This design comes from an exercise in tuning for a short achievable clock period and few clock cycles on the open sky130 flow, not from production work. In this exercise RTL edits were held to simulation tests only and were not proved equivalent to the original. No activity file was given, so power comes from the tool's default toggle rates.

the baseline:
==> flow/design.v <==
module core (
    input  wire         clk,
    input  wire         rst,
    output wire [31:0]  imem_addr,
    input  wire [31:0]  imem_rdata,
    output wire [31:0]  dmem_addr,
    output wire         dmem_we,
    output wire [31:0]  dmem_wdata,
    output wire  [1:0]  dmem_dqm,
    input  wire [31:0]  dmem_rdata
);
reg  [31:0] pc_f;
reg  [31:0] ir_d;
reg  [31:0] pc_d;
reg         v_d;
reg         pred_d;
reg         kill_q;      
reg  [31:0] a_e, b_e, s_e, tgt_e, link_e;
reg         fa_m, fa_w, fa_n;
reg         fb_m, fb_w, fb_n;
reg         fs_m, fs_w, fs_n;
reg         r_add, r_sub, r_sll, r_slt, r_sltu, r_xor, r_sr, r_or, r_and, r_link;
reg         sra_e;
reg         c_eq, c_ne, c_lt, c_ge, c_ltu, c_geu, j_e, jalr_e, pt_e;
reg         wen_e, load_e, store_e;
reg  [4:0]  rd_e;
reg  [2:0]  f3_e;
reg  [31:0] res_m, sd_m;
reg         wen_m, load_m, store_m;
reg  [4:0]  rd_m;
reg  [2:0]  f3_m;
reg  [1:0]  dqm_m;
reg  [31:0] res_w;
reg         wen_w;
reg  [4:0]  rd_w;
localparam BTB_BITS = 4;
localparam BTB_N    = 1 << BTB_BITS;
reg  [31:BTB_BITS] btb_tag [0:BTB_N-1];
reg  [31:0]        btb_tgt [0:BTB_N-1];
reg  [BTB_N-1:0]   btb_v;
reg  [31:0] rf [1:31];
reg  [31:1] rfv;
wire [6:0]  op   = ir_d[6:0];
wire [2:0]  f3   = ir_d[14:12];
wire        f7b  = ir_d[30];
wire [4:0]  rd   = ir_d[11:7];
wire [4:0]  rs1  = ir_d[19:15];
wire [4:0]  rs2  = ir_d[24:20];
wire is_lui   = (op[6:2] == 5'b01101);
wire is_auipc = (op[6:2] == 5'b00101);
wire is_jal   = (op[6:2] == 5'b11011);
wire is_jalr  = (op[6:2] == 5'b11001);
wire is_br    = (op[6:2] == 5'b11000);
wire is_load  = (op[6:2] == 5'b00000);
wire is_store = (op[6:2] == 5'b01000);
wire is_opi   = (op[6:2] == 5'b00100);
wire is_op    = (op[6:2] == 5'b01100);
wire [31:0] imm_i = {{20{ir_d[31]}}, ir_d[31:20]};
wire [31:0] imm_s = {{20{ir_d[31]}}, ir_d[31:25], ir_d[11:7]};
wire [31:0] imm_b = {{20{ir_d[31]}}, ir_d[7], ir_d[30:25], ir_d[11:8], 1'b0};
wire [31:0] imm_u = {ir_d[31:12], 12'b0};
wire [31:0] imm_j = {{12{ir_d[31]}}, ir_d[19:12], ir_d[20], ir_d[30:21], 1'b0};
wire [31:0] imm   = is_store ? imm_s : (is_lui | is_auipc) ? imm_u : imm_i;
wire uses_rs1 = ~(is_lui | is_auipc | is_jal);
wire uses_rs2 = is_op | is_br | is_store;
wire b_reg    = is_op | is_br;
wire writes   = ~(is_br | is_store) & (rd != 5'd0);
wire vd       = v_d & ~kill_q;
wire wen_ex   = wen_e & ~kill_q;
wire load_ex  = load_e & ~kill_q;
wire store_ex = store_e & ~kill_q;
wire [31:0] rf1 = (wen_w & (rd_w == rs1)) ? res_w :
                  (rs1 == 5'd0) ? 32'd0 : (rfv[rs1] ? rf[rs1] : 32'd0);
wire [31:0] rf2 = (wen_w & (rd_w == rs2)) ? res_w :
                  (rs2 == 5'd0) ? 32'd0 : (rfv[rs2] ? rf[rs2] : 32'd0);
wire a_hit_e = wen_ex & (rd_e == rs1);
wire a_hit_m = wen_m & (rd_m == rs1);
wire b_hit_e = wen_ex & (rd_e == rs2);
wire b_hit_m = wen_m & (rd_m == rs2);
wire stall = vd & load_ex & wen_ex &
             ((uses_rs1 & (rd_e == rs1)) | (uses_rs2 & (rd_e == rs2)));
wire [31:0] tgt_d  = pc_d + (is_jal ? imm_j : imm_b);
wire        pred_j = is_jal | (is_br & ir_d[31]);
wire        red_d  = vd & ~pred_d & pred_j & ~stall;
wire [31:0] A = ({32{fa_m}} & res_m) | ({32{fa_w}} & res_w) | ({32{fa_n}} & a_e);
wire [31:0] B = ({32{fb_m}} & res_m) | ({32{fb_w}} & res_w) | ({32{fb_n}} & b_e);
wire [31:0] S = ({32{fs_m}} & res_m) | ({32{fs_w}} & res_w) | ({32{fs_n}} & s_e);
wire [31:0] sum_add = A + B;
wire [31:0] sum_sub = A - B;
wire        eq  = (A == B);
wire        lt  = ($signed(A) < $signed(B));
wire        ltu = (A < B);
wire [31:0] sll = A << B[4:0];
wire [32:0] sra_in = {sra_e & A[31], A};
wire [32:0] sr33 = $signed(sra_in) >>> B[4:0];
wire [31:0] res_e = ({32{r_add}}  & sum_add)
                  | ({32{r_sub}}  & sum_sub)
                  | ({32{r_sll}}  & sll)
                  | ({32{r_slt}}  & {31'd0, lt})
                  | ({32{r_sltu}} & {31'd0, ltu})
                  | ({32{r_xor}}  & (A ^ B))
                  | ({32{r_sr}}   & sr33[31:0])
                  | ({32{r_or}}   & (A | B))
                  | ({32{r_and}}  & (A & B))
                  | ({32{r_link}} & link_e);
wire cond  = (c_eq & eq) | (c_ne & ~eq) | (c_lt & lt) | (c_ge & ~lt) |
             (c_ltu & ltu) | (c_geu & ~ltu) | j_e;
wire taken = ((cond ^ pt_e) | jalr_e) & ~kill_q;
wire [31:0] target = pt_e ? link_e : jalr_e ? sum_add : tgt_e;
wire [31:0] sd_e = (f3_e[1:0] == 2'b00) ? {24'd0, S[7:0]} :
                   (f3_e[1:0] == 2'b01) ? {16'd0, S[15:0]} :
                   (f3_e[1:0] == 2'b10) ? S : 32'd0;
assign dmem_addr  = res_m;
assign dmem_we    = store_m;
assign dmem_wdata = sd_m;
assign dmem_dqm   = dqm_m;
reg [31:0] ld_m;
always @* begin
    case (f3_m)
        3'b000:  ld_m = {{24{dmem_rdata[7]}}, dmem_rdata[7:0]};
        3'b001:  ld_m = {{16{dmem_rdata[15]}}, dmem_rdata[15:0]};
        3'b100:  ld_m = {24'd0, dmem_rdata[7:0]};
        3'b101:  ld_m = {16'd0, dmem_rdata[15:0]};
        default: ld_m = dmem_rdata;
    endcase
end
assign imem_addr = pc_f;
wire [BTB_BITS-1:0] bi_f = pc_f[BTB_BITS-1:0];
wire        hit_f = btb_v[bi_f] & (btb_tag[bi_f] == pc_f[31:BTB_BITS]);
always @(posedge clk or posedge rst) begin
    if (rst) begin
        pc_f   <= 32'd0;
        v_d    <= 1'b0;
        pred_d <= 1'b0;
        kill_q <= 1'b0;
    end else begin
        kill_q <= taken;
        if (taken)
            pc_f <= target;
        else if (!stall)
            pc_f <= red_d ? tgt_d : hit_f ? btb_tgt[bi_f] : pc_f + 32'd1;
        if (!stall) begin
            v_d    <= ~red_d;
            pred_d <= ~red_d & hit_f;
        end
    end
end
always @(posedge clk) begin
    if (!stall) begin
        ir_d <= imem_rdata;
        pc_d <= pc_f;
    end
end
always @(posedge clk or posedge rst) begin
    if (rst)
        btb_v <= {BTB_N{1'b0}};
    else if (red_d)
        btb_v[pc_d[BTB_BITS-1:0]] <= 1'b1;
end
always @(posedge clk) begin
    if (red_d) begin
        btb_tag[pc_d[BTB_BITS-1:0]] <= pc_d[31:BTB_BITS];
        btb_tgt[pc_d[BTB_BITS-1:0]] <= tgt_d;
    end
end
wire go = vd & ~stall;
always @(posedge clk or posedge rst) begin
    if (rst) begin
        r_add <= 1'b0; r_sub <= 1'b0; r_sll <= 1'b0; r_slt <= 1'b0; r_sltu <= 1'b0;
        r_xor <= 1'b0; r_sr <= 1'b0; r_or <= 1'b0; r_and <= 1'b0; r_link <= 1'b0;
        c_eq <= 1'b0; c_ne <= 1'b0; c_lt <= 1'b0; c_ge <= 1'b0; c_ltu <= 1'b0; c_geu <= 1'b0;
        j_e <= 1'b0; jalr_e <= 1'b0; pt_e <= 1'b0;
        wen_e <= 1'b0; load_e <= 1'b0; store_e <= 1'b0;
    end else begin
        r_add  <= go & (is_lui | is_auipc | is_load | is_store |
                        ((is_op | is_opi) & (f3 == 3'b000) & ~(is_op & f7b)));
        r_sub  <= go & is_op & (f3 == 3'b000) & f7b;
        r_sll  <= go & (is_op | is_opi) & (f3 == 3'b001);
        r_slt  <= go & (is_op | is_opi) & (f3 == 3'b010);
        r_sltu <= go & (is_op | is_opi) & (f3 == 3'b011);
        r_xor  <= go & (is_op | is_opi) & (f3 == 3'b100);
        r_sr   <= go & (is_op | is_opi) & (f3 == 3'b101);
        r_or   <= go & (is_op | is_opi) & (f3 == 3'b110);
        r_and  <= go & (is_op | is_opi) & (f3 == 3'b111);
        r_link <= go & (is_jal | is_jalr);
        c_eq   <= go & is_br & (f3 == 3'b000);
        c_ne   <= go & is_br & (f3 == 3'b001);
        c_lt   <= go & is_br & (f3 == 3'b100);
        c_ge   <= go & is_br & (f3 == 3'b101);
        c_ltu  <= go & is_br & (f3 == 3'b110);
        c_geu  <= go & is_br & (f3 == 3'b111);
        j_e    <= go & (is_jal | is_jalr);
        jalr_e <= go & is_jalr;
        pt_e   <= go & (pred_d | red_d);
        wen_e  <= go & writes;
        load_e <= go & is_load;
        store_e <= go & is_store;
    end
end
always @(posedge clk) begin
    a_e    <= is_lui ? 32'd0 : is_auipc ? pc_d : rf1;
    b_e    <= b_reg ? rf2 : imm;
    s_e    <= rf2;
    tgt_e  <= pc_d + (is_jal ? imm_j : imm_b);
    link_e <= pc_d + 32'd1;
    fa_m   <= uses_rs1 & a_hit_e;
    fa_w   <= uses_rs1 & ~a_hit_e & a_hit_m;
    fa_n   <= ~(uses_rs1 & (a_hit_e | a_hit_m));
    fb_m   <= b_reg & b_hit_e;
    fb_w   <= b_reg & ~b_hit_e & b_hit_m;
    fb_n   <= ~(b_reg & (b_hit_e | b_hit_m));
    fs_m   <= b_hit_e;
    fs_w   <= ~b_hit_e & b_hit_m;
    fs_n   <= ~(b_hit_e | b_hit_m);
    sra_e  <= f7b;
    rd_e   <= rd;
    f3_e   <= f3;
end
always @(posedge clk or posedge rst) begin
    if (rst) begin
        wen_m   <= 1'b0;
        load_m  <= 1'b0;
        store_m <= 1'b0;
        wen_w   <= 1'b0;
    end else begin
        wen_m   <= wen_ex;
        load_m  <= load_ex;
        store_m <= store_ex;
        wen_w   <= wen_m;
    end
end
always @(posedge clk) begin
    res_m <= res_e;
    sd_m  <= sd_e;
    rd_m  <= rd_e;
    f3_m  <= f3_e;
    dqm_m <= (f3_e == 3'b001) ? 2'b01 : (f3_e == 3'b010) ? 2'b10 : 2'b00;
    res_w <= load_m ? ld_m : res_m;
    rd_w  <= rd_m;
end
always @(posedge clk) begin
    if (wen_w)
        rf[rd_w] <= res_w;
end
always @(posedge clk or posedge rst) begin
    if (rst)
        rfv <= 31'd0;
    else if (wen_w)
        rfv[rd_w] <= 1'b1;
end
endmodule
Settings: LEC_CHECK=0, ABC_CLOCK_PERIOD_IN_PS=2500, CAP_MARGIN=20, CORE_MARGIN=2, CORE_UTILIZATION=40, PLACE_DENSITY=0.6, SETUP_SLACK_MARGIN=5, SLEW_MARGIN=20; clock period 12.0 ns.
standard.sh (not shown) runs the stock make flow with config.mk's settings and CLKGATE_MAP_FILE= SYNTH_SCRIPT=/design/flow/synth_recipe.tcl, a recipe that flattens the netlist after the stock synthesis.
==> flow/flow/run.sh <==
#!/bin/bash
set -euo pipefail
MARGIN=${MARGIN:-8.5}
sed "s/SETUP_SLACK_MARGIN=[0-9.]*/SETUP_SLACK_MARGIN=${MARGIN}/" standard.sh > standard_margin.sh
grep -q "SETUP_SLACK_MARGIN=${MARGIN}" standard_margin.sh
bash standard_margin.sh > flow_make.log 2>&1
Testbench counts of the baseline, summed over its fixed seeds: cycles 44,340.
#### Input delta (the candidate over the baseline)
-- flow/design.v --
<<< the baseline, line 34
reg         wen_w;
reg  [4:0]  rd_w;
localparam BTB_BITS = 4;
localparam BTB_N    = 1 << BTB_BITS;
reg  [31:BTB_BITS] btb_tag [0:BTB_N-1];
reg  [31:0]        btb_tgt [0:BTB_N-1];
reg  [BTB_N-1:0]   btb_v;
reg  [31:0] rf [1:31];
reg  [31:1] rfv;
>>> the candidate, line 34
reg         wen_w;
reg  [4:0]  rd_w;
reg  [31:0] rf [1:31];
reg  [31:1] rfv;
<<< the baseline, line 80
wire stall = vd & load_ex & wen_ex &
             ((uses_rs1 & (rd_e == rs1)) | (uses_rs2 & (rd_e == rs2)));
wire [31:0] tgt_d  = pc_d + (is_jal ? imm_j : imm_b);
wire        pred_j = is_jal | (is_br & ir_d[31]);
wire        red_d  = vd & ~pred_d & pred_j & ~stall;
wire [31:0] A = ({32{fa_m}} & res_m) | ({32{fa_w}} & res_w) | ({32{fa_n}} & a_e);
wire [31:0] B = ({32{fb_m}} & res_m) | ({32{fb_w}} & res_w) | ({32{fb_n}} & b_e);
>>> the candidate, line 75
wire stall = vd & load_ex & wen_ex &
             ((uses_rs1 & (rd_e == rs1)) | (uses_rs2 & (rd_e == rs2)));
wire [31:0] A = ({32{fa_m}} & res_m) | ({32{fa_w}} & res_w) | ({32{fa_n}} & a_e);
wire [31:0] B = ({32{fb_m}} & res_m) | ({32{fb_w}} & res_w) | ({32{fb_n}} & b_e);
<<< the baseline, line 126
end
assign imem_addr = pc_f;
wire [BTB_BITS-1:0] bi_f = pc_f[BTB_BITS-1:0];
wire        hit_f = btb_v[bi_f] & (btb_tag[bi_f] == pc_f[31:BTB_BITS]);
always @(posedge clk or posedge rst) begin
    if (rst) begin
>>> the candidate, line 118
end
assign imem_addr = pc_f;
wire [31:0] fi      = imem_rdata;
wire        f_jal   = (fi[6:2] == 5'b11011);
wire        f_bb    = (fi[6:2] == 5'b11000) & fi[31];
wire [31:0] tgt_fj  = pc_f + {{12{fi[31]}}, fi[19:12], fi[20], fi[30:21], 1'b0};
wire [31:0] tgt_fb  = pc_f + {{20{fi[31]}}, fi[7], fi[30:25], fi[11:8], 1'b0};
wire [31:0] pc_inc  = pc_f + 32'd1;
always @(posedge clk or posedge rst) begin
    if (rst) begin
<<< the baseline, line 139
            pc_f <= target;
        else if (!stall)
            pc_f <= red_d ? tgt_d : hit_f ? btb_tgt[bi_f] : pc_f + 32'd1;
        if (!stall) begin
            v_d    <= ~red_d;
            pred_d <= ~red_d & hit_f;
        end
    end
>>> the candidate, line 135
            pc_f <= target;
        else if (!stall)
            pc_f <= f_jal ? tgt_fj : f_bb ? tgt_fb : pc_inc;
        if (!stall) begin
            v_d    <= 1'b1;
            pred_d <= f_jal | f_bb;
        end
    end
<<< the baseline, line 150
        ir_d <= imem_rdata;
        pc_d <= pc_f;
    end
end
always @(posedge clk or posedge rst) begin
    if (rst)
        btb_v <= {BTB_N{1'b0}};
    else if (red_d)
        btb_v[pc_d[BTB_BITS-1:0]] <= 1'b1;
end
always @(posedge clk) begin
    if (red_d) begin
        btb_tag[pc_d[BTB_BITS-1:0]] <= pc_d[31:BTB_BITS];
        btb_tgt[pc_d[BTB_BITS-1:0]] <= tgt_d;
    end
end
>>> the candidate, line 146
        ir_d <= imem_rdata;
        pc_d <= pc_f;
    end
end
<<< the baseline, line 192
        j_e    <= go & (is_jal | is_jalr);
        jalr_e <= go & is_jalr;
        pt_e   <= go & (pred_d | red_d);
        wen_e  <= go & writes;
        load_e <= go & is_load;
>>> the candidate, line 176
        j_e    <= go & (is_jal | is_jalr);
        jalr_e <= go & is_jalr;
        pt_e   <= go & pred_d;
        wen_e  <= go & writes;
        load_e <= go & is_load;
## What came out
Simple logic cell fraction of the synthesized area (higher): the candidate
The candidate vs the baseline on clock network power share: the candidate is the higher one.
Min part of the total power dissipated in combinational logic across the candidate and the baseline: the candidate
Across both runs, worst reg-to-reg setup slack was higher for the candidate than for the baseline.
Diff the baseline -> the candidate: number of clock buffers in the layout went down 33%; standard cell area after detailed placement now sits lower.
Compare the candidate and the baseline | portion of the layout cell area used by clock cells higher: the baseline
Relative to the baseline, area overhead of the layout relative to synthesis decreased by 6.3 points in the candidate.
Netlist area before placement for the candidate: about 30% down relative to the baseline
Note that the cell count recorded for the candidate amounts to 0.74 times the value seen in the baseline.
The maximum number of pins on one net before global-route repair of the candidate falls short of that of the baseline by 3.0%.
The baseline reports its start point of the critical path as fb_w while the candidate reports fa_m.
Testbench counts of the candidate, summed over its fixed seeds: cycles 42,738.

## afterwards: timing with drivers on the ports
In the flow no input, the clock included, has a driving cell. The finished layouts below were timed again as built, in two steps.
Step 1 assumes that a clkbuf_16 drives the clock port and a buf_2 every other input.
Step 2 moves the port delays by t, midway between the first and last clock arrival at a register: inputs arrive t later, outputs are due t later. That takes back most of the time a late clock gives input paths.
Three values: no drivers, after step 1, after step 2; two values: the first two.
| run | shift t [ns] | setup WS [ns] | pins driven straight from the clock port |
|---|---|---|---|
| the baseline | 0.997 | 7.104 / 7.104 / 7.104 | 1 |
| the candidate | 0.899 | 7.192 / 7.192 / 6.440 | 1 |
After both steps every run listed still meets setup and hold. The setup slack of the candidate, which loses most, moves by 0.000 ns with the drivers and by -0.752 ns with both steps.
